From an optimization exercise on the open Yosys and OpenROAD flow, aimed at small area, a short achievable clock period and few clock cycles per item; shortcuts taken in it are not production practice. In this exercise RTL edits were held to simulation tests only and were not proved equivalent to the original. Power is estimated from default activity; no workload was simulated.

==> flow/design.v <==
module rf_bit (input wire clk, we, nwe, d, output reg q);
  always @(posedge clk) q <= (q & nwe) | (d & we);
endmodule
module rf_bit_s (input wire clk, we, nwe, s, d, output reg q);
  always @(posedge clk) q <= (q & nwe) | (d & we) | s;
endmodule
module rd_bit (input wire [7:0] s, input wire [7:0] r, output wire o);
  assign o = |(s & r);
endmodule
module g_inv (input wire a, output wire y);
  assign y = ~a;
endmodule
module g_nand2 (input wire a, b, output wire y);
  assign y = ~(a & b);
endmodule
module g_nor2 (input wire a, b, output wire y);
  assign y = ~(a | b);
endmodule
module g_andn (input wire a, b, output wire y);
  assign y = a & ~b;
endmodule
module g_xor2 (input wire a, b, output wire y);
  assign y = a ^ b;
endmodule
module g_xnor2 (input wire a, b, output wire y);
  assign y = ~(a ^ b);
endmodule
module g_aoi21 (input wire a1, a2, b1, output wire y);
  assign y = ~((a1 & a2) | b1);
endmodule
module g_oai21 (input wire a1, a2, b1, output wire y);
  assign y = ~((a1 | a2) & b1);
endmodule
module g_maj3 (input wire a, b, c, output wire y);
  assign y = (a & b) | (c & (a | b));
endmodule
module g_a2bb2oi (input wire a1, a2, b1, b2, output wire y);
  assign y = ~((~a1 & ~a2) | (b1 & b2));
endmodule
module alu (input wire [1:0] op, input wire [15:0] i0, i1,
    output wire [15:0] o, output wire cout);
  wire nop1;
  wire bx0;
  wire gn0;
  wire pn0;
  wire l0;
  wire yn0;
  wire bx1;
  wire gn1;
  wire pn1;
  wire l1;
  wire yn1;
  wire bx2;
  wire gn2;
  wire pn2;
  wire l2;
  wire yn2;
  wire bx3;
  wire gn3;
  wire pn3;
  wire l3;
  wire yn3;
  wire bx4;
  wire gn4;
  wire pn4;
  wire l4;
  wire yn4;
  wire bx5;
  wire gn5;
  wire pn5;
  wire l5;
  wire yn5;
  wire bx6;
  wire gn6;
  wire pn6;
  wire l6;
  wire yn6;
  wire bx7;
  wire gn7;
  wire pn7;
  wire l7;
  wire yn7;
  wire bx8;
  wire gn8;
  wire pn8;
  wire l8;
  wire yn8;
  wire bx9;
  wire gn9;
  wire pn9;
  wire l9;
  wire yn9;
  wire bx10;
  wire gn10;
  wire pn10;
  wire l10;
  wire yn10;
  wire bx11;
  wire gn11;
  wire pn11;
  wire l11;
  wire yn11;
  wire bx12;
  wire gn12;
  wire pn12;
  wire l12;
  wire yn12;
  wire bx13;
  wire gn13;
  wire pn13;
  wire l13;
  wire yn13;
  wire bx14;
  wire gn14;
  wire pn14;
  wire l14;
  wire yn14;
  wire bx15;
  wire gn15;
  wire pn15;
  wire l15;
  wire yn15;
  wire nsub;
  wire g1_1;
  wire g1_2;
  wire p1_2;
  wire g1_3;
  wire p1_3;
  wire g1_4;
  wire p1_4;
  wire g1_5;
  wire p1_5;
  wire g1_6;
  wire p1_6;
  wire g1_7;
  wire p1_7;
  wire g1_8;
  wire p1_8;
  wire g1_9;
  wire p1_9;
  wire g1_10;
  wire p1_10;
  wire g1_11;
  wire p1_11;
  wire g1_12;
  wire p1_12;
  wire g1_13;
  wire p1_13;
  wire g1_14;
  wire p1_14;
  wire g1_15;
  wire p1_15;
  wire g1_16;
  wire p1_16;
  wire g2_2;
  wire g2_3;
  wire g2_4;
  wire p2_4;
  wire g2_5;
  wire p2_5;
  wire g2_6;
  wire p2_6;
  wire g2_7;
  wire p2_7;
  wire g2_8;
  wire p2_8;
  wire g2_9;
  wire p2_9;
  wire g2_10;
  wire p2_10;
  wire g2_11;
  wire p2_11;
  wire g2_12;
  wire p2_12;
  wire g2_13;
  wire p2_13;
  wire g2_14;
  wire p2_14;
  wire g2_15;
  wire p2_15;
  wire g2_16;
  wire p2_16;
  wire g3_4;
  wire n_g1_1;
  wire g3_5;
  wire g3_6;
  wire g3_7;
  wire g3_8;
  wire p3_8;
  wire g3_9;
  wire p3_9;
  wire g3_10;
  wire p3_10;
  wire g3_11;
  wire p3_11;
  wire g3_12;
  wire p3_12;
  wire g3_13;
  wire p3_13;
  wire g3_14;
  wire p3_14;
  wire g3_15;
  wire p3_15;
  wire g3_16;
  wire p3_16;
  wire g4_8;
  wire g4_9;
  wire n_g2_2;
  wire g4_10;
  wire n_g2_3;
  wire g4_11;
  wire g4_12;
  wire g4_13;
  wire g4_14;
  wire g4_15;
  wire g4_16;
  wire p4_16;
  wire g5_16;
  wire ca0;
  wire ca1;
  wire ca2;
  wire ca3;
  wire ca4;
  wire ca5;
  wire ca6;
  wire ca7;
  wire ca8;
  wire ca9;
  wire ca10;
  wire ca11;
  wire ca12;
  wire ca13;
  wire ca14;
  wire ca15;
  g_inv u1 (op[1], nop1);
  g_xor2 u2 (i1[0], op[0], bx0);
  g_nand2 u3 (i0[0], bx0, gn0);
  g_xnor2 u4 (i0[0], bx0, pn0);
  g_maj3 u5 (i0[0], i1[0], op[0], l0);
  g_a2bb2oi u6 (op[1], pn0, op[1], l0, yn0);
  g_xor2 u7 (i1[1], op[0], bx1);
  g_nand2 u8 (i0[1], bx1, gn1);
  g_xnor2 u9 (i0[1], bx1, pn1);
  g_maj3 u10 (i0[1], i1[1], op[0], l1);
  g_a2bb2oi u11 (op[1], pn1, op[1], l1, yn1);
  g_xor2 u12 (i1[2], op[0], bx2);
  g_nand2 u13 (i0[2], bx2, gn2);
  g_xnor2 u14 (i0[2], bx2, pn2);
  g_maj3 u15 (i0[2], i1[2], op[0], l2);
  g_a2bb2oi u16 (op[1], pn2, op[1], l2, yn2);
  g_xor2 u17 (i1[3], op[0], bx3);
  g_nand2 u18 (i0[3], bx3, gn3);
  g_xnor2 u19 (i0[3], bx3, pn3);
  g_maj3 u20 (i0[3], i1[3], op[0], l3);
  g_a2bb2oi u21 (op[1], pn3, op[1], l3, yn3);
  g_xor2 u22 (i1[4], op[0], bx4);
  g_nand2 u23 (i0[4], bx4, gn4);
  g_xnor2 u24 (i0[4], bx4, pn4);
  g_maj3 u25 (i0[4], i1[4], op[0], l4);
  g_a2bb2oi u26 (op[1], pn4, op[1], l4, yn4);
  g_xor2 u27 (i1[5], op[0], bx5);
  g_nand2 u28 (i0[5], bx5, gn5);
  g_xnor2 u29 (i0[5], bx5, pn5);
  g_maj3 u30 (i0[5], i1[5], op[0], l5);
  g_a2bb2oi u31 (op[1], pn5, op[1], l5, yn5);
  g_xor2 u32 (i1[6], op[0], bx6);
  g_nand2 u33 (i0[6], bx6, gn6);
  g_xnor2 u34 (i0[6], bx6, pn6);
  g_maj3 u35 (i0[6], i1[6], op[0], l6);
  g_a2bb2oi u36 (op[1], pn6, op[1], l6, yn6);
  g_xor2 u37 (i1[7], op[0], bx7);
  g_nand2 u38 (i0[7], bx7, gn7);
  g_xnor2 u39 (i0[7], bx7, pn7);
  g_maj3 u40 (i0[7], i1[7], op[0], l7);
  g_a2bb2oi u41 (op[1], pn7, op[1], l7, yn7);
  g_xor2 u42 (i1[8], op[0], bx8);
  g_nand2 u43 (i0[8], bx8, gn8);
  g_xnor2 u44 (i0[8], bx8, pn8);
  g_maj3 u45 (i0[8], i1[8], op[0], l8);
  g_a2bb2oi u46 (op[1], pn8, op[1], l8, yn8);
  g_xor2 u47 (i1[9], op[0], bx9);
  g_nand2 u48 (i0[9], bx9, gn9);
  g_xnor2 u49 (i0[9], bx9, pn9);
  g_maj3 u50 (i0[9], i1[9], op[0], l9);
  g_a2bb2oi u51 (op[1], pn9, op[1], l9, yn9);
  g_xor2 u52 (i1[10], op[0], bx10);
  g_nand2 u53 (i0[10], bx10, gn10);
  g_xnor2 u54 (i0[10], bx10, pn10);
  g_maj3 u55 (i0[10], i1[10], op[0], l10);
  g_a2bb2oi u56 (op[1], pn10, op[1], l10, yn10);
  g_xor2 u57 (i1[11], op[0], bx11);
  g_nand2 u58 (i0[11], bx11, gn11);
  g_xnor2 u59 (i0[11], bx11, pn11);
  g_maj3 u60 (i0[11], i1[11], op[0], l11);
  g_a2bb2oi u61 (op[1], pn11, op[1], l11, yn11);
  g_xor2 u62 (i1[12], op[0], bx12);
  g_nand2 u63 (i0[12], bx12, gn12);
  g_xnor2 u64 (i0[12], bx12, pn12);
  g_maj3 u65 (i0[12], i1[12], op[0], l12);
  g_a2bb2oi u66 (op[1], pn12, op[1], l12, yn12);
  g_xor2 u67 (i1[13], op[0], bx13);
  g_nand2 u68 (i0[13], bx13, gn13);
  g_xnor2 u69 (i0[13], bx13, pn13);
  g_maj3 u70 (i0[13], i1[13], op[0], l13);
  g_a2bb2oi u71 (op[1], pn13, op[1], l13, yn13);
  g_xor2 u72 (i1[14], op[0], bx14);
  g_nand2 u73 (i0[14], bx14, gn14);
  g_xnor2 u74 (i0[14], bx14, pn14);
  g_maj3 u75 (i0[14], i1[14], op[0], l14);
  g_a2bb2oi u76 (op[1], pn14, op[1], l14, yn14);
  g_xor2 u77 (i1[15], op[0], bx15);
  g_nand2 u78 (i0[15], bx15, gn15);
  g_xnor2 u79 (i0[15], bx15, pn15);
  g_maj3 u80 (i0[15], i1[15], op[0], l15);
  g_a2bb2oi u81 (op[1], pn15, op[1], l15, yn15);
  g_inv u82 (op[0], nsub);
  g_oai21 u83 (pn0, nsub, gn0, g1_1);
  g_oai21 u84 (pn1, gn0, gn1, g1_2);
  g_nor2 u85 (pn1, pn0, p1_2);
  g_oai21 u86 (pn2, gn1, gn2, g1_3);
  g_nor2 u87 (pn2, pn1, p1_3);
  g_oai21 u88 (pn3, gn2, gn3, g1_4);
  g_nor2 u89 (pn3, pn2, p1_4);
  g_oai21 u90 (pn4, gn3, gn4, g1_5);
  g_nor2 u91 (pn4, pn3, p1_5);
  g_oai21 u92 (pn5, gn4, gn5, g1_6);
  g_nor2 u93 (pn5, pn4, p1_6);
  g_oai21 u94 (pn6, gn5, gn6, g1_7);
  g_nor2 u95 (pn6, pn5, p1_7);
  g_oai21 u96 (pn7, gn6, gn7, g1_8);
  g_nor2 u97 (pn7, pn6, p1_8);
  g_oai21 u98 (pn8, gn7, gn8, g1_9);
  g_nor2 u99 (pn8, pn7, p1_9);
  g_oai21 u100 (pn9, gn8, gn9, g1_10);
  g_nor2 u101 (pn9, pn8, p1_10);
  g_oai21 u102 (pn10, gn9, gn10, g1_11);
  g_nor2 u103 (pn10, pn9, p1_11);
  g_oai21 u104 (pn11, gn10, gn11, g1_12);
  g_nor2 u105 (pn11, pn10, p1_12);
  g_oai21 u106 (pn12, gn11, gn12, g1_13);
  g_nor2 u107 (pn12, pn11, p1_13);
  g_oai21 u108 (pn13, gn12, gn13, g1_14);
  g_nor2 u109 (pn13, pn12, p1_14);
  g_oai21 u110 (pn14, gn13, gn14, g1_15);
  g_nor2 u111 (pn14, pn13, p1_15);
  g_oai21 u112 (pn15, gn14, gn15, g1_16);
  g_nor2 u113 (pn15, pn14, p1_16);
  g_aoi21 u114 (p1_2, op[0], g1_2, g2_2);
  g_aoi21 u115 (p1_3, g1_1, g1_3, g2_3);
  g_aoi21 u116 (p1_4, g1_2, g1_4, g2_4);
  g_nand2 u117 (p1_4, p1_2, p2_4);
  g_aoi21 u118 (p1_5, g1_3, g1_5, g2_5);
  g_nand2 u119 (p1_5, p1_3, p2_5);
  g_aoi21 u120 (p1_6, g1_4, g1_6, g2_6);
  g_nand2 u121 (p1_6, p1_4, p2_6);
  g_aoi21 u122 (p1_7, g1_5, g1_7, g2_7);
  g_nand2 u123 (p1_7, p1_5, p2_7);
  g_aoi21 u124 (p1_8, g1_6, g1_8, g2_8);
  g_nand2 u125 (p1_8, p1_6, p2_8);
  g_aoi21 u126 (p1_9, g1_7, g1_9, g2_9);
  g_nand2 u127 (p1_9, p1_7, p2_9);
  g_aoi21 u128 (p1_10, g1_8, g1_10, g2_10);
  g_nand2 u129 (p1_10, p1_8, p2_10);
  g_aoi21 u130 (p1_11, g1_9, g1_11, g2_11);
  g_nand2 u131 (p1_11, p1_9, p2_11);
  g_aoi21 u132 (p1_12, g1_10, g1_12, g2_12);
  g_nand2 u133 (p1_12, p1_10, p2_12);
  g_aoi21 u134 (p1_13, g1_11, g1_13, g2_13);
  g_nand2 u135 (p1_13, p1_11, p2_13);
  g_aoi21 u136 (p1_14, g1_12, g1_14, g2_14);
  g_nand2 u137 (p1_14, p1_12, p2_14);
  g_aoi21 u138 (p1_15, g1_13, g1_15, g2_15);
  g_nand2 u139 (p1_15, p1_13, p2_15);
  g_aoi21 u140 (p1_16, g1_14, g1_16, g2_16);
  g_nand2 u141 (p1_16, p1_14, p2_16);
  g_oai21 u142 (p2_4, nsub, g2_4, g3_4);
  g_inv u143 (g1_1, n_g1_1);
  g_oai21 u144 (p2_5, n_g1_1, g2_5, g3_5);
  g_oai21 u145 (p2_6, g2_2, g2_6, g3_6);
  g_oai21 u146 (p2_7, g2_3, g2_7, g3_7);
  g_oai21 u147 (p2_8, g2_4, g2_8, g3_8);
  g_nor2 u148 (p2_8, p2_4, p3_8);
  g_oai21 u149 (p2_9, g2_5, g2_9, g3_9);
  g_nor2 u150 (p2_9, p2_5, p3_9);
  g_oai21 u151 (p2_10, g2_6, g2_10, g3_10);
  g_nor2 u152 (p2_10, p2_6, p3_10);
  g_oai21 u153 (p2_11, g2_7, g2_11, g3_11);
  g_nor2 u154 (p2_11, p2_7, p3_11);
  g_oai21 u155 (p2_12, g2_8, g2_12, g3_12);
  g_nor2 u156 (p2_12, p2_8, p3_12);
  g_oai21 u157 (p2_13, g2_9, g2_13, g3_13);
  g_nor2 u158 (p2_13, p2_9, p3_13);
  g_oai21 u159 (p2_14, g2_10, g2_14, g3_14);
  g_nor2 u160 (p2_14, p2_10, p3_14);
  g_oai21 u161 (p2_15, g2_11, g2_15, g3_15);
  g_nor2 u162 (p2_15, p2_11, p3_15);
  g_oai21 u163 (p2_16, g2_12, g2_16, g3_16);
  g_nor2 u164 (p2_16, p2_12, p3_16);
  g_aoi21 u165 (p3_8, op[0], g3_8, g4_8);
  g_aoi21 u166 (p3_9, g1_1, g3_9, g4_9);
  g_inv u167 (g2_2, n_g2_2);
  g_aoi21 u168 (p3_10, n_g2_2, g3_10, g4_10);
  g_inv u169 (g2_3, n_g2_3);
  g_aoi21 u170 (p3_11, n_g2_3, g3_11, g4_11);
  g_aoi21 u171 (p3_12, g3_4, g3_12, g4_12);
  g_aoi21 u172 (p3_13, g3_5, g3_13, g4_13);
  g_aoi21 u173 (p3_14, g3_6, g3_14, g4_14);
  g_aoi21 u174 (p3_15, g3_7, g3_15, g4_15);
  g_aoi21 u175 (p3_16, g3_8, g3_16, g4_16);
  g_nand2 u176 (p3_16, p3_8, p4_16);
  g_oai21 u177 (p4_16, nsub, g4_16, g5_16);
  g_nand2 u178 (op[0], nop1, ca0);
  g_xor2 u179 (yn0, ca0, o[0]);
  g_nand2 u180 (g1_1, nop1, ca1);
  g_xor2 u181 (yn1, ca1, o[1]);
  g_nor2 u182 (g2_2, op[1], ca2);
  g_xnor2 u183 (yn2, ca2, o[2]);
  g_nor2 u184 (g2_3, op[1], ca3);
  g_xnor2 u185 (yn3, ca3, o[3]);
  g_nand2 u186 (g3_4, nop1, ca4);
  g_xor2 u187 (yn4, ca4, o[4]);
  g_nand2 u188 (g3_5, nop1, ca5);
  g_xor2 u189 (yn5, ca5, o[5]);
  g_nand2 u190 (g3_6, nop1, ca6);
  g_xor2 u191 (yn6, ca6, o[6]);
  g_nand2 u192 (g3_7, nop1, ca7);
  g_xor2 u193 (yn7, ca7, o[7]);
  g_nor2 u194 (g4_8, op[1], ca8);
  g_xnor2 u195 (yn8, ca8, o[8]);
  g_nor2 u196 (g4_9, op[1], ca9);
  g_xnor2 u197 (yn9, ca9, o[9]);
  g_nor2 u198 (g4_10, op[1], ca10);
  g_xnor2 u199 (yn10, ca10, o[10]);
  g_nor2 u200 (g4_11, op[1], ca11);
  g_xnor2 u201 (yn11, ca11, o[11]);
  g_nor2 u202 (g4_12, op[1], ca12);
  g_xnor2 u203 (yn12, ca12, o[12]);
  g_nor2 u204 (g4_13, op[1], ca13);
  g_xnor2 u205 (yn13, ca13, o[13]);
  g_nor2 u206 (g4_14, op[1], ca14);
  g_xnor2 u207 (yn14, ca14, o[14]);
  g_nor2 u208 (g4_15, op[1], ca15);
  g_xnor2 u209 (yn15, ca15, o[15]);
  assign cout = g5_16;
endmodule
module pc (input wire clk, reset, output reg [15:0] cnt);
  wire [16:0] c;
  assign c[0] = 1'b1;
  genvar i;
  generate
    for (i = 0; i < 16; i = i + 1) begin : g
      assign c[i+1] = c[i] & cnt[i];
    end
  endgenerate
  always @(posedge clk) cnt <= (cnt ^ c[15:0]) & ~{16{reset}};
endmodule
module reg_alu (input wire clk, reset, ex, input wire [7:0] sa, sb, input wire [2:0] d,
  input wire [1:0] op, output reg wb_en, output reg [2:0] wb_addr, output reg [15:0] wb_data,
  output reg cout);
  wire [15:0] q [0:7];
  reg c;
  wire [15:0] a, b, res;
  wire co;
  wire [7:0] wr, we, nwe;
  assign wr = {8{ex}} & (8'd1 << d);
  assign we = wr & ~{8{reset}};
  assign nwe = ~(wr | {8{reset}});
  genvar i, j;
  generate
    for (j = 0; j < 16; j = j + 1) begin : g_bit0
      rf_bit_s u (clk, we[0], nwe[0], reset, res[j], q[0][j]);
    end
    for (i = 1; i < 8; i = i + 1) begin : g_reg
      for (j = 0; j < 16; j = j + 1) begin : g_bit
        rf_bit u (clk, we[i], nwe[i], res[j], q[i][j]);
      end
    end
    for (j = 0; j < 16; j = j + 1) begin : g_rd
      rd_bit ua (sa, {q[7][j], q[6][j], q[5][j], q[4][j], q[3][j], q[2][j], q[1][j], q[0][j]}, a[j]);
      rd_bit ub (sb, {q[7][j], q[6][j], q[5][j], q[4][j], q[3][j], q[2][j], q[1][j], q[0][j]}, b[j]);
    end
  endgenerate
  alu alu_0 (op, a, b, res, co);
  always @(posedge clk) begin
    wb_en <= ex & ~reset;
    wb_addr <= d;
    wb_data <= res;
    c <= co;
    cout <= c;
  end
endmodule
module mproc (input wire clk, reset, input wire [15:0] ins, output wire [15:0] addr,
  output wire wb_en, output wire [2:0] wb_addr, output wire [15:0] wb_data, output wire cout);
  wire [7:0] sa, sb;
  wire [2:0] d;
  wire [1:0] op;
  wire ex;
  pc pc_0 (clk, reset, addr);
  ir ir_0 (clk, reset, ins, sa, sb, d, op, ex);
  reg_alu reg_alu_0 (clk, reset, ex, sa, sb, d, op, wb_en, wb_addr, wb_data, cout);
endmodule
module ir (input wire clk, reset, input wire [15:0] ins, output reg [7:0] sa, sb,
  output reg [2:0] d, output reg [1:0] op, output wire ex);
  reg valid, halted, halt_ir;
  always @(posedge clk) begin
    sa <= 8'd1 << ins[2:0];
    sb <= 8'd1 << ins[5:3];
    d <= ins[8:6];
    op <= ins[10:9];
    halt_ir <= |ins[15:11];
    if (reset) begin
      valid <= 1'b0;
      halted <= 1'b0;
    end else begin
      valid <= 1'b1;
      if (valid & halt_ir) halted <= 1'b1;
    end
  end
  assign ex = valid & ~halt_ir & ~halted;
endmodule
==> flow/flow/run.sh <==
#!/bin/bash
# Layout flow: the standard synthesis unchanged, then the standard ORFS
# steps with these changes (all from flow/params.sh):
#  - repair_timing is asked to leave a setup margin (SETUP_SLACK_MARGIN); the
#    design is still laid out and signed off at the design's clock period,
#    the margin only makes the resizer work harder;
#  - ports are buffered with plain buffers, and delay cells are not used as
#    buffers;
#  - optional extra ORFS settings (EXTRA).
set -uo pipefail
source flow/params.sh
bash standard.sh synth > synth.log 2>&1 || exit 1
export DONT_USE_CELLS="$EXTRA_DONT_USE"
bash standard.sh SETUP_SLACK_MARGIN=$MARGIN "BUFFER_PORTS_ARGS=$BUFFER_PORTS_ARGS" "${EXTRA[@]}" finish > layout.log 2>&1
==> flow/flow/params.sh <==
MARGIN=7.8
BUFFER_PORTS_ARGS="-buffer_cell sky130_fd_sc_hd__buf_2"
EXTRA_DONT_USE="sky130_fd_sc_hd__dlygate4sd1_1 sky130_fd_sc_hd__dlygate4sd2_1 sky130_fd_sc_hd__dlygate4sd3_1 sky130_fd_sc_hd__clkdlybuf4s15_1 sky130_fd_sc_hd__clkdlybuf4s15_2 sky130_fd_sc_hd__clkdlybuf4s18_1 sky130_fd_sc_hd__clkdlybuf4s18_2 sky130_fd_sc_hd__clkdlybuf4s25_1 sky130_fd_sc_hd__clkdlybuf4s25_2 sky130_fd_sc_hd__clkdlybuf4s50_1 sky130_fd_sc_hd__clkdlybuf4s50_2 sky130_fd_sc_hd__dlymetal6s2s_1 sky130_fd_sc_hd__dlymetal6s4s_1 sky130_fd_sc_hd__dlymetal6s6s_1"
EXTRA=()
==> flow/standard.sh <==
#!/bin/bash
# synth_recipe.tcl (not shown) runs the flow's synth.tcl, then flattens the netlist and writes it again
# the make line also repeats each setting of config.mk as NAME=value (left out here)
make -C /OpenROAD-flow-scripts/flow DESIGN_CONFIG=/design/flow/config.mk WORK_HOME=/design/flow/orfs CLKGATE_MAP_FILE= SYNTH_SCRIPT=/design/flow/synth_recipe.tcl "${@:-finish}"
==> flow/config.mk <==
export PLATFORM = sky130hd
export DESIGN_NAME = mproc
export DESIGN_NICKNAME = mproc
export VERILOG_FILES = /design/flow/design.v
export SDC_FILE = /design/flow/constraint.sdc
export NUM_CORES = 4
export LEC_CHECK = 0
export CAP_MARGIN = 20
export CORE_MARGIN = 2
export CORE_UTILIZATION = 40
export SLEW_MARGIN = 20
export SYNTH_HIERARCHICAL = 1
==> flow/constraint.sdc <==
create_clock -name core_clock -period 11.0 [get_ports {clk}]
set_input_delay 2.2000 -clock core_clock [delete_from_list [all_inputs] [get_ports {clk}]]
set_output_delay 2.2000 -clock core_clock [all_outputs]
set_load 0.01 [all_outputs]
==> results.yml, run 1 <==
status:
  status: "timing/DRC/antenna clean"
floorplanning:
  io_pins: 55
  fp.dieW_um: 147
  start_util: 0.407
  die_area_um2: 21700
  num_rows: 52
  core-area_um2: 20200
  die_h_um: 147
synth:
  synth.most_common_cell: "dfxtp_1"
  seq_area_frac_synth: 0.462
  synth_cell_types: 31
  synth_nets: 805
  yosysWarningCount: 11
  netlist_instances: 773
  syn_area_per_cell_um2: 10.6
  synth_seq_cells: 190
  synthTopCellsByCount: "dfxtp_1, a22oi_1, a22o_1"
  ys.flop_type: "dfxtp_1"
  synth.cell_area_um2: 8230
  synth_enable_flop_cells: 0
  synth.top_cells.by_area: "dfxtp_1, a22o_1, a22oi_1, a2bb2oi_2, xnor2_1"
  async_reset_ff_frac: 0
  synth_top_area_share: 0.462
  synth.largest_area_cell: "dfxtp_1"
placed_design:
  place_inst: 1099
  gp_congestion: 0.898
  dp_hpwl_um: 16400
  port_buffers: 54
layout:
  area_delta_synth_final_pct: 22.4
  regArea_um2: 3850
  multiInputGateArea_um2: 4790
  antenna_cells: 0
  utilization: 0.498
  nFillCells: 1873
  final_cells: 1147
  final_nets: 896
  drive_gt1_frac: 0.278
sta:
  layout_min_cycle_time_ps: 3160
  hold_violations: 0
  fin_tns_setup_ps: 0
  period_share: 0.287
  tightest_slew_ps: 827
  max_slew_margin: 0.446
  setup_viol: 0
  rsz0062_at_grt: "true"
  skew_ps: 9.32
  timing.fmax_mhz: 317
  slew_violations: 0
drt:
  detail-route-antenna-nets: 0
  routed_wl_um: 26000
  firstDrtPassIters: 6
  vias: 7150
  first_iter_violations: 714
  post_drt_wl_per_cell_um: 22.7
  viasPerCell: 6.23
  remaining_drc_errors: 0
worst_setup_path:
  arrival_ps: 3480
  cp.required_ps: 11320
  cp-start-kind: "flip-flop"
  cp-end-kind: "flip-flop"
  r2r_slack_ps: 7840
  path_class: "reg2reg"
  critPathMaxFanout: 16
pwr:
  power.density_nw_per_um2: 150
  ir_drop_uv: 112
  p_leak_nw: 3.76
clocking:
  hold_buffers: 0
  cts.path.max_buffers: 2
  htreeDepth: 4
  clkSlewWorstSetupHoldPaths_ps: 70
  numClockSinks: 190
  numCtsBuffers: 17
  clk_latency_ps: 440
  cts_tree: "built"
  root_buffer: "clkbuf_16"
min_path:
  hold_class: "reg2reg"
flow_run:
  drv_cap: 0
grt:
  grt_pass1_vias: 6788
  grt.total_usage: 0.241
  grt_start_max_net_pins: 46
  antenna_found_initial: 0
  grt_remaining_overflow: 0
  grt_pass1_wl_um: 39900
stage by stage:
step	hold slack (ps)	cell area [µm²]	total power [mW]	worst slack (ps)
finish	342	10100	1.51	7840
CTS	351	9880	1.51	7820
global placement	341	8920	0.904	6850
floorplan	310	8280	0.842	7720
global route	360	10100	1.57	7790
detailed placement	334	8930	0.905	6820
registers in the layout, indices dropped and copies added (netlist names):
register	cells
reg_alu_0.cout	1
ir_0.halt_ir	1
reg_alu_0.c	1
ir_0.d	3
reg_alu_0.wb_en	1
pc_0.cnt	16
ir_0.op	2
reg_alu_0.g.g_bit.u.q	112
reg_alu_0.wb_addr	3
ir_0.valid	1
ir_0.halted	1
reg_alu_0.wb_data	16
reg_alu_0.g_bit0.u.q	16
ir_0.sb	8
ir_0.sa	8
per-module statistics from Yosys, one instance, submodules excluded, a selection:
module	cells	area, µm²	copies in the design
g_aoi21	1	8.76	24
g_xnor2	1	8.76	26
ir	49	638	1
g_inv	1	3.75	5
pc	48	636	1
g_xor2	1	8.76	22
rd_bit	5	36.3	32
rf_bit_s	2	30.0	16
g_a2bb2oi	1	15.0	16
rf_bit	2	28.8	112
reg_alu	51	606	1
g_nand2	1	3.75	36
g_oai21	1	5.00	30
g_maj3	1	11.3	16
g_nor2	1	3.75	34
final cells by class:
| type | count | share of cell area |
|---|---|---|
| flip-flops and latches | 190 | 0.382 |
| inverters | 6 | 0.00224 |
| repair buffers | 76 | 0.0501 |
| clock inverters | 14 | 0.0135 |
| well taps | 270 | 0.0335 |
| clock buffers | 18 | 0.0436 |
| multi-input cells | 573 | 0.475 |
power by group:
group	switching, mW	internal [mW]
Combinational	0.111	0.0620
Clock	0.282	0.322
Sequential	0.0299	0.706
Total	0.423	1.09
layout by cell type, fill, tap and decap left out, drive strengths merged, types with 14 or more instances in the layout:
cell type    n
a221o       16
nand4       32
buf         76
dfxtp      190
a21oi       28
o21ai       30
xnor2       27
nand2       40
clkbuf      18
maj3        16
xor2        22
a2bb2oi     16
ha          14
a22oi      128
a22o       112
nor2        47
per-layer routing:
metal,share of wire,track usage,up-vias,wire [µm]
met3,0.091,0.0463,63,2370
met5,0,0,-,0
met2,0.46,0.379,362,11900
met4,0.032,0.0913,0,842
li1,-,-,3274,-
met1,0.42,0.330,3451,10900
critical path: stages, from the launching register on:
cell	delay [ps]
dfxtp_2	470
a22oi_1	280
nand4_1	240
xor2_1	240
xnor2_1	380
nor2_1	170
a21oi_2	200
o21ai_1	90
a21oi_2	180
nor2_1	130
xnor2_4	280
a221o_1	370
logic make-up after synthesis:
kind of cell / after synthesis / share of synthesized area
and+or+nand+nor: 159 / 0.101
xor gates and xnor gates: 49 / 0.0522
adders and majority gates: 30 / 0.0432
AOI/OAI and AO/OA: 335 / 0.335
DFF: 190 / 0.462
buffers and inverters: 10 / 0.00593
final timing paths:
| kind | start | to | cells after the start |
|---|---|---|---|
| worst max-delay path | ir_0.sb[6] | reg_alu_0.g_bit0[13].u.q | 11 |
| worst min-delay path | reg_alu_0.c | reg_alu_0.cout | 0 |
| worst max register to register | ir_0.sb[6] | reg_alu_0.g_bit0[13].u.q | 11 |
| worst min register to register | reg_alu_0.c | reg_alu_0.cout | 0 |
timing repair:
| action | 4_1_cts | 5_1_grt |
|---|---|---|
| pin swaps | 8 | 3 |
| gates resized for setup | 45 | 31 |
| setup buffers | 13 | 3 |
| endpoints found under the setup margin | 143 | 106 |
Testbench counts, summed over its fixed seeds: cycles 6,861, instrs 6,733.
==> run 2, diff against run 1 <==
==> flow/flow/params.sh (replaced) <==
MARGIN=8.0
BUFFER_PORTS_ARGS="-buffer_cell sky130_fd_sc_hd__buf_2"
EXTRA_DONT_USE="sky130_fd_sc_hd__dlygate4sd1_1 sky130_fd_sc_hd__dlygate4sd2_1 sky130_fd_sc_hd__dlygate4sd3_1 sky130_fd_sc_hd__clkdlybuf4s15_1 sky130_fd_sc_hd__clkdlybuf4s15_2 sky130_fd_sc_hd__clkdlybuf4s18_1 sky130_fd_sc_hd__clkdlybuf4s18_2 sky130_fd_sc_hd__clkdlybuf4s25_1 sky130_fd_sc_hd__clkdlybuf4s25_2 sky130_fd_sc_hd__clkdlybuf4s50_1 sky130_fd_sc_hd__clkdlybuf4s50_2 sky130_fd_sc_hd__dlymetal6s2s_1 sky130_fd_sc_hd__dlymetal6s4s_1 sky130_fd_sc_hd__dlymetal6s6s_1"
EXTRA=()
==> results.yml, run 2 <==
floorplanning:
  io_pins: 55
  die_area_um2: 21700
  fp.dieW_um: 147
  num_rows: 52
  core-area_um2: 20200
  start_util: 0.407
  die_h_um: 147
sta:
  fin_tns_setup_ps: 0
  hold_violations: 0
  period_share: 0.281
  rsz0062_at_grt: "true"
  skew_ps: 7.67
  slew_violations: 0
  setup_viol: 0
  layout_min_cycle_time_ps: 3090
  timing.fmax_mhz: 323
  tightest_slew_ps: 846
  max_slew_margin: 0.433
drt:
  routed_wl_um: 27400
  route.met2.wl_um: 13000
  first_iter_violations: 905
  wl_met3_um: 2340
  viasPerCell: 6.32
  remaining_drc_errors: 0
  vias: 7429
  routed.top_layer: "met4"
  detail-route-antenna-nets: 0
  post_drt_wl_per_cell_um: 23.3
  firstDrtPassIters: 6
  met1_length_um: 11100
grt:
  grt_pass1_vias: 6986
  grt_start_max_net_pins: 44
  grt_pass1_wl_um: 41000
  antenna_found_initial: 0
  grt.total_usage: 0.247
  grt_remaining_overflow: 0
placed_design:
  place_inst: 1099
  gp_congestion: 0.850
  dp_hpwl_um: 16200
  port_buffers: 54
synth:
  yosysWarningCount: 11
  synth_top_area_share: 0.462
  synthTopCellsByCount: "dfxtp_1, a22oi_1, a22o_1"
  syn_area_per_cell_um2: 10.6
  synth.cell_area_um2: 8230
  netlist_instances: 773
  synth_enable_flop_cells: 0
  synth.largest_area_cell: "dfxtp_1"
  ys.flop_type: "dfxtp_1"
  synth_seq_cells: 190
  synth.top_cells.by_area: "dfxtp_1, a22o_1, a22oi_1, a2bb2oi_2, xnor2_1"
  seq_area_frac_synth: 0.462
  synth.most_common_cell: "dfxtp_1"
  synth_cell_types: 31
  async_reset_ff_frac: 0
  synth_nets: 805
pwr:
  netSwitchingFraction: 0.271
  clockPowerShare: 0.422
  ir_drop_uv: 124
  power.density_nw_per_um2: 147
  p_seq_frac: 0.454
  p_switching_mw: 0.438
  p_comb_frac: 0.124
  p_leak_nw: 4.06
  internal_power_mw: 1.18
layout:
  antenna_cells: 0
  final_nets: 924
  drive_gt1_frac: 0.369
  area_delta_synth_final_pct: 33.5
  final_common_cell: "dfxtp_1"
  final_cell_mix: "dfxtp_1, a22oi_1, a22o_1"
  largest_reg_flops: 112
  final_cells: 1175
  regMostFlops: "reg_alu_0.g.g_bit.u.q"
worst_setup_path:
  path_class: "reg2out"
  slowest_delay_ps: 350
  critPathMaxFanout: 3
  slowest_stage: "dfxtp_2"
  cp_top_family: "flip-flops"
  arrival_ps: 890
  cp-end-kind: "primary output"
  cp.required_ps: 8800
  crit_chain: "buf_6"
  cp-start-kind: "flip-flop"
  path_buf_inv: 1
clocking:
  hold_buffers: 0
  root_buffer: "clkbuf_16"
  cts.path.max_buffers: 2
  clk_latency_ps: 430
  numClockSinks: 190
  clkSlewWorstSetupHoldPaths_ps: 70
  numCtsBuffers: 17
  cts_tree: "built"
  htreeDepth: 4
flow_run:
  drv_cap: 0
min_path:
  hold_class: "reg2reg"
status:
  status: "timing/DRC/antenna clean"
[run 2: routing by layer]
metal	GRT usage	vias up
met4	0.110	0
li1	-	3343
met3	0.0441	75
met5	0	-
met2	0.399	410
met1	0.324	3601
[run 2: power by group through the flow]
stage / logic [mW] / registers, mW / clock network, mW
final: 0.201 / 0.735 / 0.682
after floorplan: 0.0962 / 0.746 / 0
after CTS: 0.177 / 0.732 / 0.686
after detailed placement: 0.157 / 0.748 / 0
after global placement: 0.156 / 0.747 / 0
after global routing: 0.214 / 0.736 / 0.721
[run 2: worst paths after layout]
path / start / end / slack (ps) / cells past startpoint
worst min register to register: reg_alu_0.c / reg_alu_0.cout / 330 / 0
worst max-delay path: pc_0.cnt[0] / addr[0] / 7910 / 1
worst max register to register: pc_0.cnt[0] / pc_0.cnt[15] / 8060 / 16
worst min-delay path: reg_alu_0.c / reg_alu_0.cout / 330 / 0
[run 2: modules after synthesis, one instance, submodules excluded, a selection]
| module | cells | cell area, µm² | copies in the design | flops+latches |
|---|---|---|---|---|
| ir | 49 | 638 | 1 | 24 |
| g_oai21 | 1 | 5.00 | 30 | 0 |
| g_nor2 | 1 | 3.75 | 34 | 0 |
| g_a2bb2oi | 1 | 15.0 | 16 | 0 |
| g_aoi21 | 1 | 8.76 | 24 | 0 |
| rf_bit | 2 | 28.8 | 112 | 1 |
| g_inv | 1 | 3.75 | 5 | 0 |
| g_maj3 | 1 | 11.3 | 16 | 0 |
| g_nand2 | 1 | 3.75 | 36 | 0 |
| rf_bit_s | 2 | 30.0 | 16 | 1 |
[run 2: area by class of cell]
type                            instances  area (µm²)
Fill cell                            1705        9250
Multi-Input combinational cell        574        5050
Clock buffer                           19         443
Timing Repair Buffer                  103        1060
Sequential cell                       190        3870
Tap cell                              270         338
Clock inverter                         13         200
Inverter                                6        22.5
[run 2: kinds of logic after synthesis]
family	count (synthesis)	share of synthesized area
xor+xnor	49	0.0522
simple gates	159	0.101
fa+ha+maj	30	0.0432
compound gates	335	0.335
buf+inv	10	0.00593
flops	190	0.462
[run 2: what timing repair did]
item / in CTS / in global routing
gates cloned: 5 / 1
setup endpoints to repair: 182 / 161
pin swaps: 14 / 20
resized for setup: 103 / 76
buffers inserted: 24 / 14
[run 2: per-stage QoR]
step | cell area (µm²) | power [mW] | util | setup slack (ps) | hold slack [ps]
final | 11000 | 1.62 | 0.543 | 7910 | 330
after CTS | 10400 | 1.60 | 0.516 | 7880 | 332
after global routing | 11000 | 1.67 | 0.543 | 7870 | 339
after detailed placement | 8950 | 0.905 | 0.442 | 6790 | 315
after floorplan | 8300 | 0.842 | - | 7720 | 310
after global placement | 8930 | 0.904 | 0.441 | 6740 | 311
==> run 3, diff against run 2 <==
==> flow/flow/run.sh (replaced) <==
#!/bin/bash
# Layout flow: the standard synthesis unchanged, then the standard ORFS
# steps with these changes (settings in flow/params.sh):
#  - repair_timing is asked to leave a setup margin (SETUP_SLACK_MARGIN); the
#    design is still laid out and signed off at the design's clock period,
#    the margin only makes the resizer work harder;
#  - ports are buffered with plain buffers, and delay cells are not used as
#    buffers;
#  - clock tree buffers as set in CTS_ARGS;
#  - after global routing, cells are downsized where that keeps the setup
#    margin (flow/downsize.tcl).
# Each tool's output goes to its own log in this folder.
set -uo pipefail
source flow/params.sh
export FLOWDIR=$PWD/flow
export RES=$PWD/orfs/results/$FLOW_PLATFORM/mproc/base
bash standard.sh synth > synth.log 2>&1 || exit 1
export DONT_USE_CELLS="$EXTRA_DONT_USE"
VARS=(SETUP_SLACK_MARGIN=$MARGIN "BUFFER_PORTS_ARGS=$BUFFER_PORTS_ARGS" "${EXTRA[@]}")
bash standard.sh "${VARS[@]}" grt > layout_to_grt.log 2>&1 || exit 1
if [[ -n "${DOWNSIZE_MARGIN:-}" ]]; then
  export DOWNSIZE_MARGIN DOWNSIZE_HOLD_MARGIN
  openroad -no_init -exit flow/downsize_step.tcl > downsize.log 2>&1 || exit 1
fi
bash standard.sh "${VARS[@]}" finish > layout_finish.log 2>&1
==> flow/flow/downsize.tcl (new file) <==
# Area recovery that keeps a setup margin: try each instance at the smallest
# smaller drive strength of the same cell that keeps the worst setup slack at
# or above the margin, hold slack at or above 0 and no max slew/capacitance
# violation; keep the change only then.
proc cell_area {m} { return [expr {[$m getWidth] * [$m getHeight] / 1e6}] }
proc core_area {} {
  set a 0
  foreach i [[ord::get_db_block] getInsts] {
    set m [$i getMaster]
    if {[$m getType] eq "CORE"} { set a [expr {$a + [cell_area $m]}] }
  }
  return $a
}
proc downsize {margin hold_margin} {
  set db [ord::get_db]
  set block [ord::get_db_block]
  set base_slew [sta::max_slew_violation_count]
  set base_cap [sta::max_capacitance_violation_count]
  set cands {}
  foreach inst [$block getInsts] {
    set m [$inst getMaster]
    if {[$m getType] ne "CORE"} continue
    set name [$m getName]
    if {![regexp {^(sky130_fd_sc_hd__[a-z0-9]+)_([0-9]+)$} $name -> base size]} continue
    if {[string match "*clkbuf*" $base] || [string match "*clkinv*" $base]} continue
    if {[string match "*dly*" $base] || [string match "*conb*" $base]} continue
    set smaller {}
    foreach s {0 1 2 3 4 6 8 12 16} {
      if {$s >= $size} break
      set mm [$db findMaster ${base}_$s]
      if {$mm eq "NULL"} continue
      if {[llength [get_lib_cells -quiet ${base}_$s]] == 0} continue
      lappend smaller $mm
    }
    if {[llength $smaller] == 0} continue
    lappend cands [list [expr {[cell_area $m] - [cell_area [lindex $smaller 0]]}] $inst $smaller]
  }
  set cands [lsort -real -decreasing -index 0 $cands]
  set n 0
  foreach c $cands {
    lassign $c gain inst smaller
    set orig [$inst getMaster]
    set iname [$inst getName]
    foreach mm $smaller {
      replace_cell $iname [$mm getName]
      if {[worst_slack -max] >= $margin && [worst_slack -min] >= $hold_margin
          && [sta::max_slew_violation_count] <= $base_slew
          && [sta::max_capacitance_violation_count] <= $base_cap} {
        incr n
        break
      }
      replace_cell $iname [$orig getName]
    }
  }
  return $n
}
==> flow/flow/downsize_step.tcl (new file) <==
# Runs between ORFS's global route and detailed route: area recovery on the
# globally routed design (flow/downsize.tcl), keeping the setup margin.
set plat $::env(FLOW_HOME)/platforms/sky130hd
set res $::env(RES)
read_liberty $plat/lib/sky130_fd_sc_hd__tt_025C_1v80.lib
read_db $res/5_1_grt.odb
read_sdc $res/5_1_grt.sdc
source $plat/setRC.tcl
set_propagated_clock [all_clocks]
estimate_parasitics -global_routing
source $::env(FLOWDIR)/downsize.tcl
puts "before: area [core_area] setup ws [worst_slack -max] hold ws [worst_slack -min]"
set n [downsize $::env(DOWNSIZE_MARGIN) $::env(DOWNSIZE_HOLD_MARGIN)]
puts "after: $n resized, area [core_area] setup ws [worst_slack -max] hold ws [worst_slack -min]"
write_db $res/5_1_grt.odb
==> flow/flow/params.sh (replaced) <==
MARGIN=7.8
BUFFER_PORTS_ARGS="-buffer_cell sky130_fd_sc_hd__buf_2"
EXTRA_DONT_USE="sky130_fd_sc_hd__dlygate4sd1_1 sky130_fd_sc_hd__dlygate4sd2_1 sky130_fd_sc_hd__dlygate4sd3_1 sky130_fd_sc_hd__clkdlybuf4s15_1 sky130_fd_sc_hd__clkdlybuf4s15_2 sky130_fd_sc_hd__clkdlybuf4s18_1 sky130_fd_sc_hd__clkdlybuf4s18_2 sky130_fd_sc_hd__clkdlybuf4s25_1 sky130_fd_sc_hd__clkdlybuf4s25_2 sky130_fd_sc_hd__clkdlybuf4s50_1 sky130_fd_sc_hd__clkdlybuf4s50_2 sky130_fd_sc_hd__dlymetal6s2s_1 sky130_fd_sc_hd__dlymetal6s4s_1 sky130_fd_sc_hd__dlymetal6s6s_1"
EXTRA=("CTS_ARGS=-sink_clustering_enable -repair_clock_nets -buf_list sky130_fd_sc_hd__clkbuf_8 -root_buf sky130_fd_sc_hd__clkbuf_16")
DOWNSIZE_MARGIN=7.75
DOWNSIZE_HOLD_MARGIN=0.05
==> results.yml, run 3 <==
worst_setup_path:
  rr_worst_depth: 10
  arrival_ps: 3970
  cp.required_ps: 11290
  critPathMaxFanout: 16
  cp-end-kind: "flip-flop"
  path_class: "reg2reg"
  cp-start-kind: "flip-flop"
placed_design:
  place_area_um2: 8930
  gp_congestion: 0.898
  port_buffers: 54
  dp_hpwl_um: 16400
drt:
  met1_length_um: 11100
  route.met2.wl_um: 11800
  post_drt_wl_per_cell_um: 22.7
  routed.top_layer: "met4"
  wl_met3_um: 2330
  viasPerCell: 6.22
  first_iter_violations: 823
  detail-route-antenna-nets: 0
  remaining_drc_errors: 0
  firstDrtPassIters: 6
  vias: 7124
  routed_wl_um: 26000
status:
  so.violations: "capacitance limit, slew limit"
  status: "finished with violations"
grt:
  grt_pass1_vias: 6757
  grt_remaining_overflow: 0
  grt.total_usage: 0.239
  grt_start_max_net_pins: 46
  grt_pass1_wl_um: 39600
  antenna_found_initial: 0
synth:
  synth_seq_cells: 190
  synth_cell_types: 31
  synth_enable_flop_cells: 0
  synth.cell_area_um2: 8230
  ys.flop_type: "dfxtp_1"
  synth_top_area_share: 0.462
  yosysWarningCount: 11
  synth.most_common_cell: "dfxtp_1"
  synth_nets: 805
  synthTopCellsByCount: "dfxtp_1, a22oi_1, a22o_1"
  async_reset_ff_frac: 0
  synth.largest_area_cell: "dfxtp_1"
  seq_area_frac_synth: 0.462
  synth.top_cells.by_area: "dfxtp_1, a22o_1, a22oi_1, a2bb2oi_2, xnor2_1"
  syn_area_per_cell_um2: 10.6
  netlist_instances: 773
floorplanning:
  die_h_um: 147
  fp.dieW_um: 147
  io_pins: 55
  core-area_um2: 20200
  num_rows: 52
  start_util: 0.407
  die_area_um2: 21700
clocking:
  root_buffer: "clkbuf_16"
  clk_latency_ps: 400
  htreeDepth: 4
  clkSlewWorstSetupHoldPaths_ps: 100
  hold_buffers: 0
  cts.path.max_buffers: 2
  cts_tree: "built"
  numCtsBuffers: 17
  numClockSinks: 190
layout:
  drive_gt1_frac: 0.0799
  multiInputGateArea_um2: 4380
  regArea_um2: 3820
  stdcell_area_um2: 9260
  regMostFlops: "reg_alu_0.g.g_bit.u.q"
  area_delta_synth_final_pct: 12.5
  largest_reg_flops: 112
  final_common_cell: "dfxtp_1"
  nFillCells: 2037
  final_nets: 895
  final_cell_mix: "dfxtp_1, a22oi_1, a22o_1"
  antenna_cells: 0
pwr:
  ir_drop_uv: 86.3
  total_power_mw: 1.34
  p_leak_nw: 3.34
  power.density_nw_per_um2: 145
sta:
  layout_min_cycle_time_ps: 3690
  timing.fmax_mhz: 271
  hold_violations: 0
  tightest_slew_ps: 1820
  max_slew_margin: -0.212
  setup_viol: 0
  slew_violations: 44
  rsz0062_at_grt: "true"
  skew_ps: 29.0
  period_share: 0.335
  fin_tns_setup_ps: 0
min_path:
  hold_class: "reg2reg"
  hold_path_depth: 0
flow_run:
  drv_cap: 1
run 3: cell counts after synthesis:
No cell type changed its count.
run 3: area by class of cell:
class / instances / share of cell area
tap: 270 / 0.0365
clock buffer: 18 / 0.0280
clock inverter: 14 / 0.0137
sequential: 190 / 0.413
timing repair buffer: 75 / 0.0331
inverter: 6 / 0.00243
multi-input combinational: 573 / 0.474
run 3: logic make-up (layout without fill, tap and decap cells):
logic type,after synthesis,count (layout),share of synthesized area
compound gates,335,335,0.335
simple gates,159,159,0.101
flops,190,190,0.462
fa+ha+maj,30,30,0.0432
buf+inv,10,113,0.00593
xor+xnor,49,49,0.0522
run 3: Yosys stat by module, one instance, submodules excluded, excerpt:
module,flip-flops and latches,cell area [µm²],copies in the design
g_oai21,0,5.00,30
ir,24,638,1
g_xor2,0,8.76,22
g_inv,0,3.75,5
g_a2bb2oi,0,15.0,16
pc,16,636,1
g_xnor2,0,8.76,26
rf_bit,1,28.8,112
reg_alu,22,606,1
run 3: per-stage QoR:
step           cells   util  worst slack (ps)  hold slack [ps]
6_report        1146  0.457              7310              349
5_1_grt         1146  0.489              7730              365
4_1_cts         1143  0.479              7810              355
3_5_place_dp    1099  0.441              6820              334
3_3_place_gp    1099  0.441              6850              341
2_1_floorplan    773      -              7720              310
run 3: critical path: stages, from the launching register on:
cell and delay [ps]:
dfxtp_1 950, a22oi_1 200, nand4_1 280, xnor2_2 120, o21ai_0 430, a21oi_1 210
o21ai_0 370, a21oi_1 140, nor2_1 300, xnor2_4 200, a221o_1 350
run 3: where the power goes:
group | leakage [nW] | switching [mW] | internal, mW
Clock | 0.192 | 0.255 | 0.196
Sequential | 1.55 | 0.0292 | 0.707
Combinational | 1.60 | 0.103 | 0.0498
Total | 3.34 | 0.387 | 0.953
run 3: path summary, 6_finish.rpt:
check,from,to,slack [ps]
hold / removal,reg_alu_0.c,reg_alu_0.cout,350
setup / recovery,ir_0.sa[7],reg_alu_0.g_bit0[15].u.q,7310
setup reg to reg,ir_0.sa[7],reg_alu_0.g_bit0[15].u.q,7310
hold reg to reg,reg_alu_0.c,reg_alu_0.cout,350
run 3: repair_timing:
action / CTS / global route
hold endpoints to repair: 0 / 0
gates resized for setup: 44 / 31
setup buffers: 12 / 3
pin swaps: 6 / 5
endpoints found under the setup margin: 144 / 110
run 3: per-layer routing:
| metal | GRT usage | vias up |
|---|---|---|
| li1 | - | 3260 |
| met1 | 0.326 | 3450 |
| met4 | 0.0942 | 0 |
| met3 | 0.0463 | 47 |
| met2 | 0.374 | 367 |
| met5 | 0 | - |
==> run 4, diff against run 3 <==
==> flow/flow/params.sh (replaced) <==
MARGIN=8.0
BUFFER_PORTS_ARGS="-buffer_cell sky130_fd_sc_hd__buf_2"
EXTRA_DONT_USE="sky130_fd_sc_hd__dlygate4sd1_1 sky130_fd_sc_hd__dlygate4sd2_1 sky130_fd_sc_hd__dlygate4sd3_1 sky130_fd_sc_hd__clkdlybuf4s15_1 sky130_fd_sc_hd__clkdlybuf4s15_2 sky130_fd_sc_hd__clkdlybuf4s18_1 sky130_fd_sc_hd__clkdlybuf4s18_2 sky130_fd_sc_hd__clkdlybuf4s25_1 sky130_fd_sc_hd__clkdlybuf4s25_2 sky130_fd_sc_hd__clkdlybuf4s50_1 sky130_fd_sc_hd__clkdlybuf4s50_2 sky130_fd_sc_hd__dlymetal6s2s_1 sky130_fd_sc_hd__dlymetal6s4s_1 sky130_fd_sc_hd__dlymetal6s6s_1"
EXTRA=("CTS_ARGS=-sink_clustering_enable -repair_clock_nets -buf_list sky130_fd_sc_hd__clkbuf_8 -root_buf sky130_fd_sc_hd__clkbuf_16")
DOWNSIZE_MARGIN=7.95
DOWNSIZE_HOLD_MARGIN=0.05
==> results.yml, run 4 <==
layout:
  final_cells: 1171
  area_delta_synth_final_pct: 31.1
  antenna_cells: 0
  final_nets: 920
  final_common_cell: "dfxtp_1"
  largest_reg_flops: 112
  drive_gt1_frac: 0.364
  stdcell_area_um2: 10800
  utilization: 0.533
  final_cell_mix: "dfxtp_1, a22oi_1, a22o_1"
  regMostFlops: "reg_alu_0.g.g_bit.u.q"
sta:
  layout_min_cycle_time_ps: 3070
  skew_ps: 13.5
  period_share: 0.279
  timing.fmax_mhz: 326
  setup_viol: 0
  finalWorstSetupSlack_ps: 7930
  fin_hold_ws_ps: 334
  fin_tns_setup_ps: 0
  slew_violations: 0
  rsz0062_at_grt: "true"
  max_slew_margin: 0.443
  tightest_slew_ps: 832
  hold_violations: 0
min_path:
  worstHoldStart: "reg_alu_0.c"
  hold_class: "reg2reg"
  hold_end: "reg_alu_0.cout"
  hold_path_depth: 0
status:
  status: "timing/DRC/antenna clean"
pwr:
  p_comb_frac: 0.136
  p_switching_mw: 0.414
  ir_drop_uv: 86.7
  power.density_nw_per_um2: 136
  internal_power_mw: 1.05
  clockPowerShare: 0.364
  netSwitchingFraction: 0.282
  p_leak_nw: 3.96
  total_power_mw: 1.47
  p_seq_frac: 0.500
grt:
  grt_start_max_net_pins: 44
  antenna_found_initial: 0
  grt_pass1_wl_um: 41000
  grt_pass1_vias: 7035
  grt.total_usage: 0.247
  grt_remaining_overflow: 0
worst_setup_path:
  r2r-end: "pc_0.cnt[15]"
  path_buf_inv: 1
  cp-end-kind: "primary output"
  cp.required_ps: 8800
  arrival_ps: 870
  path_class: "reg2out"
  r2r_slack_ps: 8060
  crit_chain: "buf_6"
  setup.worst_path.start: "pc_0.cnt[0]"
  cp-start-kind: "flip-flop"
  r2r-start: "pc_0.cnt[0]"
  slowest_stage: "dfxtp_2"
  cp_top_family: "flip-flops"
  rr_worst_depth: 16
  critPathMaxFanout: 3
  slowest_delay_ps: 370
clocking:
  hold_buffers: 0
  clk_latency_ps: 400
  htreeDepth: 4
  clkSlewWorstSetupHoldPaths_ps: 100
  numClockSinks: 190
  root_buffer: "clkbuf_16"
  numCtsBuffers: 17
  cts.path.max_buffers: 2
  cts_tree: "built"
floorplanning:
  fp.dieW_um: 147
  start_util: 0.407
  die_h_um: 147
  core-area_um2: 20200
  die_area_um2: 21700
  num_rows: 52
  io_pins: 55
synth:
  yosysWarningCount: 11
  synth_top_area_share: 0.462
  synth_cell_types: 31
  syn_area_per_cell_um2: 10.6
  netlist_instances: 773
  synth.most_common_cell: "dfxtp_1"
  synth.cell_area_um2: 8230
  synthTopCellsByCount: "dfxtp_1, a22oi_1, a22o_1"
  synth.largest_area_cell: "dfxtp_1"
  synth_seq_cells: 190
  synth_enable_flop_cells: 0
  async_reset_ff_frac: 0
  seq_area_frac_synth: 0.462
  synth.top_cells.by_area: "dfxtp_1, a22o_1, a22oi_1, a2bb2oi_2, xnor2_1"
  synth_nets: 805
  ys.flop_type: "dfxtp_1"
drt:
  routed_wl_um: 27200
  viasPerCell: 6.32
  firstDrtPassIters: 7
  first_iter_violations: 880
  remaining_drc_errors: 0
  post_drt_wl_per_cell_um: 23.2
  vias: 7405
  detail-route-antenna-nets: 0
placed_design:
  port_buffers: 54
  place_area_um2: 8950
  dp_hpwl_um: 16200
  place_inst: 1099
  pre_cts_ws_ps: 6790
  gp_congestion: 0.850
flow_run:
  drv_cap: 0
-- run 4: cell counts after synthesis --
Identical to the previous run, type by type.
-- run 4: cell type report --
type / count / area, µm²
fillers: 1735 / 9450
inverters: 6 / 22.5
clock inverters: 14 / 204
flip-flops and latches: 190 / 3870
clock buffers: 18 / 259
multi-input cells: 574 / 5040
repair buffers: 99 / 1050
well taps: 270 / 338
-- run 4: layer usage --
metal	global-route usage	routed length, µm
met3	0.0417	2020
met1	0.323	11200
met2	0.400	12700
met5	0	0
met4	0.116	1270
-- run 4: kinds of logic after synthesis --
| family | synth area share |
|---|---|
| xor gates and xnor gates | 0.0522 |
| AOI/OAI and AO/OA | 0.335 |
| buffers and inverters | 0.00593 |
| and+or+nand+nor | 0.101 |
| adders and majority gates | 0.0432 |
| DFF | 0.462 |
-- run 4: power groups by stage --
stage | Clock, mW | Sequential (mW) | Combinational [mW]
floorplan | 0 | 0.746 | 0.0962
global placement | 0 | 0.747 | 0.156
detailed placement | 0 | 0.748 | 0.157
CTS | 0.542 | 0.732 | 0.177
global route | 0.574 | 0.736 | 0.213
finish | 0.534 | 0.735 | 0.200
-- run 4: worst max-delay path by stage --
stage | end | slack, ps | cells after the start
2_1_floorplan | reg_alu_0.g_reg[3].g_bit[0].u.q | 7720 | 3
3_3_place_gp | reg_alu_0.g_reg[1].g_bit[3].u.q | 6740 | 4
3_5_place_dp | reg_alu_0.g_reg[1].g_bit[6].u.q | 6790 | 4
4_1_cts | addr[0] | 7910 | 1
5_1_grt | addr[0] | 7890 | 1
6_report | addr[0] | 7930 | 1
-- run 4: what timing repair did --
| action | in CTS | in global routing |
|---|---|---|
| gates resized for setup | 102 | 68 |
| pin swaps | 15 | 13 |
| endpoints found under the setup margin | 182 | 169 |
| buffers inserted | 24 | 11 |
| gates cloned | 4 | 1 |
-- run 4: Yosys stat by module, one instance, submodules excluded, a selection --
module | cells inside | area (µm²) | flip-flops and latches
g_oai21 | 1 | 5.00 | 0
g_nor2 | 1 | 3.75 | 0
g_a2bb2oi | 1 | 15.0 | 0
rf_bit | 2 | 28.8 | 1
g_xnor2 | 1 | 8.76 | 0
pc | 48 | 636 | 16
rd_bit | 5 | 36.3 | 0
rf_bit_s | 2 | 30.0 | 1
ir | 49 | 638 | 24
g_inv | 1 | 3.75 | 0
g_xor2 | 1 | 8.76 | 0
g_nand2 | 1 | 3.75 | 0
g_aoi21 | 1 | 8.76 | 0
==> run 5, diff against run 4 <==
--- a/flow/flow/run.sh
+++ b/flow/flow/run.sh
@@ -13,13 +13,11 @@
 set -uo pipefail
 source flow/params.sh
 export FLOWDIR=$PWD/flow
-export RES=$PWD/orfs/results/$FLOW_PLATFORM/mproc/base
 bash standard.sh synth > synth.log 2>&1 || exit 1
 export DONT_USE_CELLS="$EXTRA_DONT_USE"
 VARS=(SETUP_SLACK_MARGIN=$MARGIN "BUFFER_PORTS_ARGS=$BUFFER_PORTS_ARGS" "${EXTRA[@]}")
-bash standard.sh "${VARS[@]}" grt > layout_to_grt.log 2>&1 || exit 1
 if [[ -n "${DOWNSIZE_MARGIN:-}" ]]; then
   export DOWNSIZE_MARGIN DOWNSIZE_HOLD_MARGIN
-  openroad -no_init -exit flow/downsize_step.tcl > downsize.log 2>&1 || exit 1
+  VARS+=("POST_GLOBAL_ROUTE_TCL=$FLOWDIR/downsize_hook.tcl")
 fi
-bash standard.sh "${VARS[@]}" finish > layout_finish.log 2>&1
+bash standard.sh "${VARS[@]}" finish > layout.log 2>&1
--- a/flow/flow/downsize.tcl
+++ b/flow/flow/downsize.tcl
@@ -1,4 +1,5 @@
-# Area recovery that keeps a setup margin: try each instance at the smallest
+# Area recovery that keeps a setup margin (global-routing parasitics are
+# re-estimated after every change): try each instance at the smallest
 # smaller drive strength of the same cell that keeps the worst setup slack at
 # or above the margin, hold slack at or above 0 and no max slew/capacitance
 # violation; keep the change only then.
@@ -43,6 +44,7 @@
     set iname [$inst getName]
     foreach mm $smaller {
       replace_cell $iname [$mm getName]
+      estimate_parasitics -global_routing
       if {[worst_slack -max] >= $margin && [worst_slack -min] >= $hold_margin
           && [sta::max_slew_violation_count] <= $base_slew
           && [sta::max_capacitance_violation_count] <= $base_cap} {
@@ -50,6 +52,7 @@
         break
       }
       replace_cell $iname [$orig getName]
+      estimate_parasitics -global_routing
     }
   }
   return $n
==> flow/flow/downsize_hook.tcl (new file) <==
# POST_GLOBAL_ROUTE_TCL hook (runs inside ORFS's global_route.tcl after its
# repairs): area recovery on the globally routed design (flow/downsize.tcl)
# that keeps the setup margin, then detailed placement and incremental global
# routing of what changed, as ORFS does after its own repairs.
source $::env(FLOWDIR)/downsize.tcl
estimate_parasitics -global_routing
set ws [worst_slack -max]
set target [expr {min($::env(DOWNSIZE_MARGIN), $ws)}]
puts "downsize: before: area [core_area] setup ws $ws hold ws [worst_slack -min] target $target"
set n [downsize $target $::env(DOWNSIZE_HOLD_MARGIN)]
puts "downsize: after: $n resized, area [core_area] setup ws [worst_slack -max] hold ws [worst_slack -min]"
global_route -start_incremental
detailed_placement
global_route -end_incremental
estimate_parasitics -global_routing
puts "downsize: after reroute: setup ws [worst_slack -max] hold ws [worst_slack -min]"
==> flow/flow/params.sh (replaced) <==
MARGIN=8.0
BUFFER_PORTS_ARGS="-buffer_cell sky130_fd_sc_hd__buf_2"
EXTRA_DONT_USE="sky130_fd_sc_hd__dlygate4sd1_1 sky130_fd_sc_hd__dlygate4sd2_1 sky130_fd_sc_hd__dlygate4sd3_1 sky130_fd_sc_hd__clkdlybuf4s15_1 sky130_fd_sc_hd__clkdlybuf4s15_2 sky130_fd_sc_hd__clkdlybuf4s18_1 sky130_fd_sc_hd__clkdlybuf4s18_2 sky130_fd_sc_hd__clkdlybuf4s25_1 sky130_fd_sc_hd__clkdlybuf4s25_2 sky130_fd_sc_hd__clkdlybuf4s50_1 sky130_fd_sc_hd__clkdlybuf4s50_2 sky130_fd_sc_hd__dlymetal6s2s_1 sky130_fd_sc_hd__dlymetal6s4s_1 sky130_fd_sc_hd__dlymetal6s6s_1"
EXTRA=("CTS_ARGS=-sink_clustering_enable -repair_clock_nets -buf_list sky130_fd_sc_hd__clkbuf_8 -root_buf sky130_fd_sc_hd__clkbuf_16")
DOWNSIZE_MARGIN=8.0
DOWNSIZE_HOLD_MARGIN=0.05
removed: flow/flow/downsize_step.tcl
==> results.yml, run 5 <==
status:
  status: "timing/DRC/antenna clean"
sta:
  layout_min_cycle_time_ps: 3090
  fin_hold_ws_ps: 328
  fin_tns_setup_ps: 0
  period_share: 0.281
  skew_ps: 31.7
  slew_violations: 0
  finalWorstSetupSlack_ps: 7910
  timing.fmax_mhz: 324
  tightest_slew_ps: 840
  max_slew_margin: 0.438
  setup_viol: 0
  hold_violations: 0
synth:
  synth.top_cells.by_area: "dfxtp_1, a22o_1, a22oi_1, a2bb2oi_2, xnor2_1"
  ys.flop_type: "dfxtp_1"
  synth_nets: 805
  synth.largest_area_cell: "dfxtp_1"
  synth_seq_cells: 190
  netlist_instances: 773
  synth.most_common_cell: "dfxtp_1"
  synth_top_area_share: 0.462
  synth_cell_types: 31
  async_reset_ff_frac: 0
  synthTopCellsByCount: "dfxtp_1, a22oi_1, a22o_1"
  seq_area_frac_synth: 0.462
  synth.cell_area_um2: 8230
  syn_area_per_cell_um2: 10.6
  yosysWarningCount: 11
  synth_enable_flop_cells: 0
clocking:
  root_buffer: "clkbuf_16"
  cts_resized: 102
  cts_tree: "built"
  hold_buffers: 0
  cts.path.max_buffers: 2
  htreeDepth: 4
  numCtsBuffers: 17
  post_cts_buffers: 24
  clkSlewWorstSetupHoldPaths_ps: 80
  clk_latency_ps: 400
  numClockSinks: 190
worst_setup_path:
  setup.worst_path.start: "reset"
  cp.required_ps: 11330
  arrival_ps: 3420
  cp-start-kind: "primary input"
  slowest_stage: "or3b_4"
  critPathMaxFanout: 10
  r2r-start: "pc_0.cnt[0]"
  r2r_slack_ps: 8000
  slowest_delay_ps: 390
  rr_worst_depth: 15
  path_class: "in2reg"
  crit_chain: "buf_6 > or3b_4 > buf_2 > nor2_1 > buf_4 > a22o_1"
  r2r-end: "pc_0.cnt[14]"
  cp-end-kind: "flip-flop"
drt:
  detail-route-antenna-nets: 0
  viasPerCell: 6.31
  firstDrtPassIters: 5
  routed_wl_um: 27400
  remaining_drc_errors: 0
  routed.top_layer: "met4"
  met1_length_um: 11400
  vias: 7388
  first_iter_violations: 808
  wl_met3_um: 2060
  post_drt_wl_per_cell_um: 23.4
  route.met2.wl_um: 12700
grt:
  grt_remaining_overflow: 0
  grt_pass1_wl_um: 41000
  grt_start_max_net_pins: 44
  grt.total_usage: 0.247
  antenna_found_initial: 0
  grt_pass1_vias: 7035
flow_run:
  drv_cap: 0
min_path:
  worstHoldStart: "reg_alu_0.c"
  hold_path_depth: 0
  hold_class: "reg2reg"
  hold_end: "reg_alu_0.cout"
layout:
  final_cells: 1171
  regMostFlops: "reg_alu_0.g.g_bit.u.q"
  final_common_cell: "dfxtp_1"
  utilization: 0.481
  drive_gt1_frac: 0.201
  nFillCells: 1932
  final_cell_mix: "dfxtp_1, a22oi_1, a22o_1"
  regArea_um2: 3860
  multiInputGateArea_um2: 4580
  antenna_cells: 0
  area_delta_synth_final_pct: 18.4
  stdcell_area_um2: 9740
  final_nets: 920
  largest_reg_flops: 112
pwr:
  power.density_nw_per_um2: 140
  total_power_mw: 1.36
  p_leak_nw: 3.64
  ir_drop_uv: 84.7
floorplanning:
  core-area_um2: 20200
  die_h_um: 147
  num_rows: 52
  start_util: 0.407
  fp.dieW_um: 147
  io_pins: 55
  die_area_um2: 21700
placed_design:
  pre_cts_ws_ps: 6790
  place_inst: 1099
  port_buffers: 54
  gp_congestion: 0.850
  place_area_um2: 8950
  dp_hpwl_um: 16200
[run 5: cell counts after synthesis]
No cell type changed its count.
[run 5: logic make-up after synthesis]
logic type                 count (synthesis)  synth area share
adders and majority gates                 30            0.0432
xor gates and xnor gates                  49            0.0522
and+or+nand+nor                          159             0.101
AOI/OAI and AO/OA                        335             0.335
DFF                                      190             0.462
buffers and inverters                     10           0.00593
[run 5: layout make-up]
class,count,area share
well taps,270,0.0347
repair buffers,99,0.0565
multi-input cells,574,0.470
clock buffers,18,0.0266
inverters,6,0.00231
flip-flops and latches,190,0.396
clock inverters,14,0.0132
[run 5: worst max-delay path: cells and delay by family]
kind | cells | cell delay (ps)
AOI/OAI and AO/OA | 1 | 150
buffers and inverters | 3 | 510
and+or+nand+nor | 2 | 550
[run 5: how the worst max path moves through the flow]
stage | depth (start not counted) | endpoint | slack [ps]
after detailed placement | 4 | reg_alu_0.g_reg[1].g_bit[6].u.q | 6790
after floorplan | 3 | reg_alu_0.g_reg[3].g_bit[0].u.q | 7720
final | 6 | reg_alu_0.g_reg[3].g_bit[10].u.q | 7910
after global placement | 4 | reg_alu_0.g_reg[1].g_bit[3].u.q | 6740
after CTS | 1 | addr[0] | 7910
[run 5: layer usage]
layer	vias up	track usage
li1	3319	-
met1	3610	0.323
met2	378	0.400
met3	81	0.0417
met4	0	0.116
met5	-	0
[run 5: power by group]
part / internal, mW / switching, mW
Sequential: 0.706 / 0.0269
Combinational: 0.0576 / 0.110
Clock: 0.213 / 0.245
[run 5: per-module statistics from Yosys (local to each module, per instance), excerpt]
module,copies in the design,flip-flops and latches
rd_bit,32,0
rf_bit_s,16,1
rf_bit,112,1
g_maj3,16,0
g_xor2,22,0
g_xnor2,26,0
g_oai21,30,0
g_nor2,34,0
g_inv,5,0

afterwards: timing with drivers on the ports:
In the flow no input, the clock included, has a driving cell. The finished layouts below were timed again as built, in two steps. Step 1 assumes that a clkbuf_16 drives the clock port and a buf_2 every other input. Step 2 also shifts input and output timing later by t, the mid clock arrival at the registers, as if the neighbouring blocks saw the same clock. Three values: ideal, step 1, step 2; two values: the first two.
run	shift t [ns]	setup slack, ns	hold WS [ns]	latest minus earliest clock arrival (ns)
run 1	0.475	7.842 / 7.806 / 7.395	0.342 / 0.342 / 0.342	0.010 / 0.009
run 2	0.474	7.908 / 7.864 / 7.411	0.330 / 0.330 / 0.330	0.008 / 0.007
run 3	0.421	7.315 / 7.315 / 7.282	0.349 / 0.349 / 0.349	0.029 / 0.029
run 4	0.433	7.933 / 7.879 / 7.445	0.334 / 0.334 / 0.334	0.013 / 0.013
run 5	0.427	7.910 / 7.861 / 7.434	0.328 / 0.328 / 0.328	0.031 / 0.032
The setup slack of run 2, which loses most, moves by -0.044 ns with the drivers and by -0.497 ns with both steps.
